Background: an optimization exercise with open tools, aiming at small area. Do not read the settings as production practice.
The RTL was checked by simulation tests, not by an equivalence proof against the original design.
Power figures rest on the tool's default switching activity, not on a simulated workload.

== the previous run ==
## Lab5
module Lab5(input sys_clk, input [5:0] num, input [1:0] op, input do_op, input reset, output [6:0] HEX1, output [6:0] HEX0);
localparam [9:0] LK_S    = 10'd4;
localparam [9:0] LK_E    = 10'd520;    
localparam [9:0] LK_EMSK = 10'd503;    
localparam [9:0] LK_NZ   = 10'd447;    
reg [5:0] ring [0:14];
reg [5:0] current;
reg [5:0] tos;
reg       tos_ok;
reg [3:0] top;
reg [3:0] rix;
reg [9:0] lk;
function [3:0] f4(input [3:0] s);
	f4 = {s[2:0], s[3] ^ s[2]};
endfunction
wire       stale = |(lk & LK_NZ);
wire       lk_end = (lk & LK_EMSK) == (LK_E & LK_EMSK);
wire       acc   = ~stale & ~do_op;
wire       push  = op[1] & ~op[0];
wire       pop   = ~op[1] & op[0];
wire       full  = (top == 4'd15);
wire       empty = (top == 4'd0);
wire       pushok = acc & push & ~full;
wire       popok  = acc & pop & ~empty;
wire       match = (rix == 4'b0001);
wire       fetch = match & ~tos_ok;
integer i;
always @(posedge sys_clk) begin
	for (i = 0; i < 14; i = i + 1)
		ring[i] <= ring[i+1];
	ring[14] <= match ? tos : ring[0];
end
always @(posedge sys_clk) begin
	if (!reset)
		rix <= 4'b0001;
	else if (pushok)
		rix <= rix;
	else if (popok)
		rix <= f4(f4(rix));
	else
		rix <= f4(rix);
	if (!reset)
		lk <= 10'd0;
	else
		lk <= (lk_end ? 10'd0 : {lk[8:0], lk[9] ^ lk[2]}) | (acc ? LK_S : 10'd0);
	if (fetch) begin
		tos    <= ring[0];
		tos_ok <= 1'b1;
	end
	if (!reset) begin
		current <= 6'd0;
		top     <= 4'd0;
	end else if (acc) begin
		if (push && !full) begin
			current <= num;
			tos     <= num;
			tos_ok  <= 1'b1;
			top     <= top + 4'd1;
		end else if (pop) begin
			current <= empty ? 6'd0 : tos;
			tos_ok  <= 1'b0;
			if (!empty) top <= top - 4'd1;
		end
	end
end
wire [2:0] tens = current / 6'd10;
wire [3:0] ones = current % 6'd10;
function [6:0] seg(input [3:0] d);
	case (d)
		4'd0: seg = 7'b1000000;
		4'd1: seg = 7'b1111001;
		4'd2: seg = 7'b0100100;
		4'd3: seg = 7'b0110000;
		4'd4: seg = 7'b0011001;
		4'd5: seg = 7'b0010010;
		4'd6: seg = 7'b0000010;
  ...
Size in the first run: roughly 25 I/O pins, ~0.0038 mm2 of cells after synthesis.
Settings: LEC_CHECK=0, ABC_AREA=1, CAP_MARGIN=20, CORE_MARGIN=2, CORE_UTILIZATION=60, SLEW_MARGIN=20; clock period 6.0 ns.
standard.sh (not shown) runs the stock make flow with config.mk's settings and CLKGATE_MAP_FILE= SYNTH_SCRIPT=/design/flow/synth_recipe.tcl, a recipe that flattens the netlist after the stock synthesis.
==> flow/flow/run.sh <==
#!/bin/bash
# Own layout flow: the standard ORFS flow (standard.sh, unchanged synthesis)
# with lighter clock-tree and port-buffer choices:
#  - CTS without dummy loads, with clkbuf_4 clock buffers;
#  - input/output ports buffered with buf_1.
set -euo pipefail
cd "$(dirname "$0")/.."
CTS="-sink_clustering_enable -repair_clock_nets -dont_use_dummy_load -buf_list {sky130_fd_sc_hd__clkbuf_4}"
bash standard.sh "CTS_ARGS=$CTS" "BUFFER_PORTS_ARGS=-buffer_cell sky130_fd_sc_hd__buf_1" finish > flow_make.log 2>&1
The following lists how the current run was set up differently from the previous run:
==> flow/run.sh (new file) <==
#!/bin/bash
# synth_recipe.tcl (not shown) runs the flow's synth.tcl, then flattens the netlist and writes it again
# the make line also repeats each setting of config.mk as NAME=value (left out here)
make -C /OpenROAD-flow-scripts/flow DESIGN_CONFIG=/design/flow/config.mk WORK_HOME=/design/flow/orfs CLKGATE_MAP_FILE= SYNTH_SCRIPT=/design/flow/synth_recipe.tcl finish
removed: flow/flow/run.sh
removed: flow/standard.sh
==> comparison <==
- Relative to the previous run, count of clock-net buffers in the final layout increased by 3 in the current run.
- The current run: count of vias placed by the detailed router 99 above the previous run
- On the current run: worst setup slack is 460 ps lower than what the previous run gave.
- The current run: number of global-route vias before repair 10% above the previous run
- Between the current run and the previous run, it is the current run whose flip-flop and latch share of the layout cell area is lower, by 7.7 points.
- Compare the current run and the previous run | global-route wire length before repair lower: the previous run
- The fmax in the current run was lower than what the previous run gave.
- The previous run → the current run: number of sinks on the clock net held, wire length per cell went up 9.3%, fraction of met2 tracks used by global routing went up 5.9 points, share of total power in the clock network went up 19 points.

Starting RTL as in the previous note.
==> flow/design.v (excerpt) <==
module Lab5(input sys_clk, input [5:0] num, input [1:0] op, input do_op, input reset, output [6:0] HEX1, output [6:0] HEX0);
localparam [9:0] LK_S    = 10'd4;
localparam [9:0] LK_E    = 10'd520;    
localparam [9:0] LK_EMSK = 10'd503;    
localparam [9:0] LK_NZ   = 10'd447;    
reg [5:0] ring [0:14];
reg [5:0] current;
reg [5:0] tos;
reg       tos_ok;
reg [3:0] top;
reg [3:0] rix;
reg [9:0] lk;
function [3:0] f4(input [3:0] s);
	f4 = {s[2:0], s[3] ^ s[2]};
endfunction
wire       stale = |(lk & LK_NZ);
wire       lk_end = (lk & LK_EMSK) == (LK_E & LK_EMSK);
wire       acc   = ~stale & ~do_op;
wire       push  = op[1] & ~op[0];
wire       pop   = ~op[1] & op[0];
wire       full  = (top == 4'd15);
wire       empty = (top == 4'd0);
wire       pushok = acc & push & ~full;
wire       popok  = acc & pop & ~empty;
wire       match = (rix == 4'b0001);
wire       fetch = match & ~tos_ok;
integer i;
always @(posedge sys_clk) begin
	for (i = 0; i < 14; i = i + 1)
		ring[i] <= ring[i+1];
	ring[14] <= match ? tos : ring[0];
end
always @(posedge sys_clk) begin
	if (!reset)
		rix <= 4'b0001;
	else if (pushok)
		rix <= rix;
	else if (popok)
		rix <= f4(f4(rix));
	else
		rix <= f4(rix);
	if (!reset)
		lk <= 10'd0;
	else
		lk <= (lk_end ? 10'd0 : {lk[8:0], lk[9] ^ lk[2]}) | (acc ? LK_S : 10'd0);
	if (fetch) begin
		tos    <= ring[0];
		tos_ok <= 1'b1;
	end
	if (!reset) begin
		current <= 6'd0;
		top     <= 4'd0;
	end else if (acc) begin
		if (push && !full) begin
			current <= num;
			tos     <= num;
			tos_ok  <= 1'b1;
			top     <= top + 4'd1;
		end else if (pop) begin
			current <= empty ? 6'd0 : tos;
			tos_ok  <= 1'b0;
			if (!empty) top <= top - 4'd1;
		end
	end
end
wire [2:0] tens = current / 6'd10;
wire [3:0] ones = current % 6'd10;
  ...
clock: 6.0 ns
lec_check: 0
abc_area: 1
cap_margin: 20
core_margin: 2
core_utilization: 60
slew_margin: 20
==> flow/flow/run.sh <==
#!/bin/bash
# Own layout flow: the standard ORFS flow (standard.sh, unchanged synthesis)
# with lighter clock-tree and port-buffer choices:
#  - CTS without dummy loads, with small clock buffers;
#  - input/output ports buffered with buf_1.
set -euo pipefail
cd "$(dirname "$0")/.."
CTS="-sink_clustering_enable -repair_clock_nets -dont_use_dummy_load -buf_list {sky130_fd_sc_hd__clkbuf_4 sky130_fd_sc_hd__clkbuf_8} -sink_clustering_size 30 -sink_clustering_max_diameter 100"
bash standard.sh "CTS_ARGS=$CTS" "BUFFER_PORTS_ARGS=-buffer_cell sky130_fd_sc_hd__buf_1" finish > flow_make.log 2>&1
Then changed:
==> flow/run.sh (new file) <==
#!/bin/bash
# synth_recipe.tcl (not shown) runs the flow's synth.tcl, then flattens the netlist and writes it again
# the make line also repeats each setting of config.mk as NAME=value (left out here)
make -C /OpenROAD-flow-scripts/flow DESIGN_CONFIG=/design/flow/config.mk WORK_HOME=/design/flow/orfs CLKGATE_MAP_FILE= SYNTH_SCRIPT=/design/flow/synth_recipe.tcl finish
Settings changed: CTS_BUF_LIST set to sky130_fd_sc_hd__clkbuf_4 sky130_fd_sc_hd__clkbuf_8, CTS_CLUSTER_DIAMETER set to 100, CTS_CLUSTER_SIZE set to 30.
removed: flow/flow/run.sh
removed: flow/standard.sh
Critical path depth is unchanged. Synthesized area stays the same. Cell area went up by 7.5%. Routed wire length went up by 6.0%. First-iteration DRC count went up by 76%. Utilization went up by 5.2 points. Total power went up by 13%. Setup slack got worse by 0.47 ns. Final cell count went up by 2.6%. Via count went up by 4.2%. Die area stays the same.

-- what the ideal ports hide --
The flow's constraints put no driver on any port. The routed layouts listed below were extracted and timed again, unchanged, in two steps.
Step 1, drivers: a clkbuf_16 drives sys_clk and a buf_2 each remaining input, both assumed.
Step 2 moves the port delays by t, midway between the first and last clock arrival at a register: inputs arrive t later, outputs are due t later. That takes back most of the time a late clock gives input paths.
Slacks: ideal ports / drivers / drivers and shift; pairs: ideal ports / drivers.
run	t (ns)	slack for setup (ns)	worst hold slack (ns)	worst register clock-pin slew, ns	cell pins on the clock port's net
the previous run	0.489	2.336 / 2.308 / 2.797	0.304 / 0.304 / 0.304	0.10 / 0.10	1
the current run	0.520	1.877 / 1.845 / 2.365	0.319 / 0.319 / 0.319	0.06 / 0.06	1
the first run of note 2	0.428	2.405 / 2.374 / 2.802	0.304 / 0.304 / 0.304	0.07 / 0.07	1
the second run of note 2	0.439	1.934 / 1.903 / 2.341	0.322 / 0.322 / 0.322	0.07 / 0.07	1
After both steps every run listed still meets setup and hold.
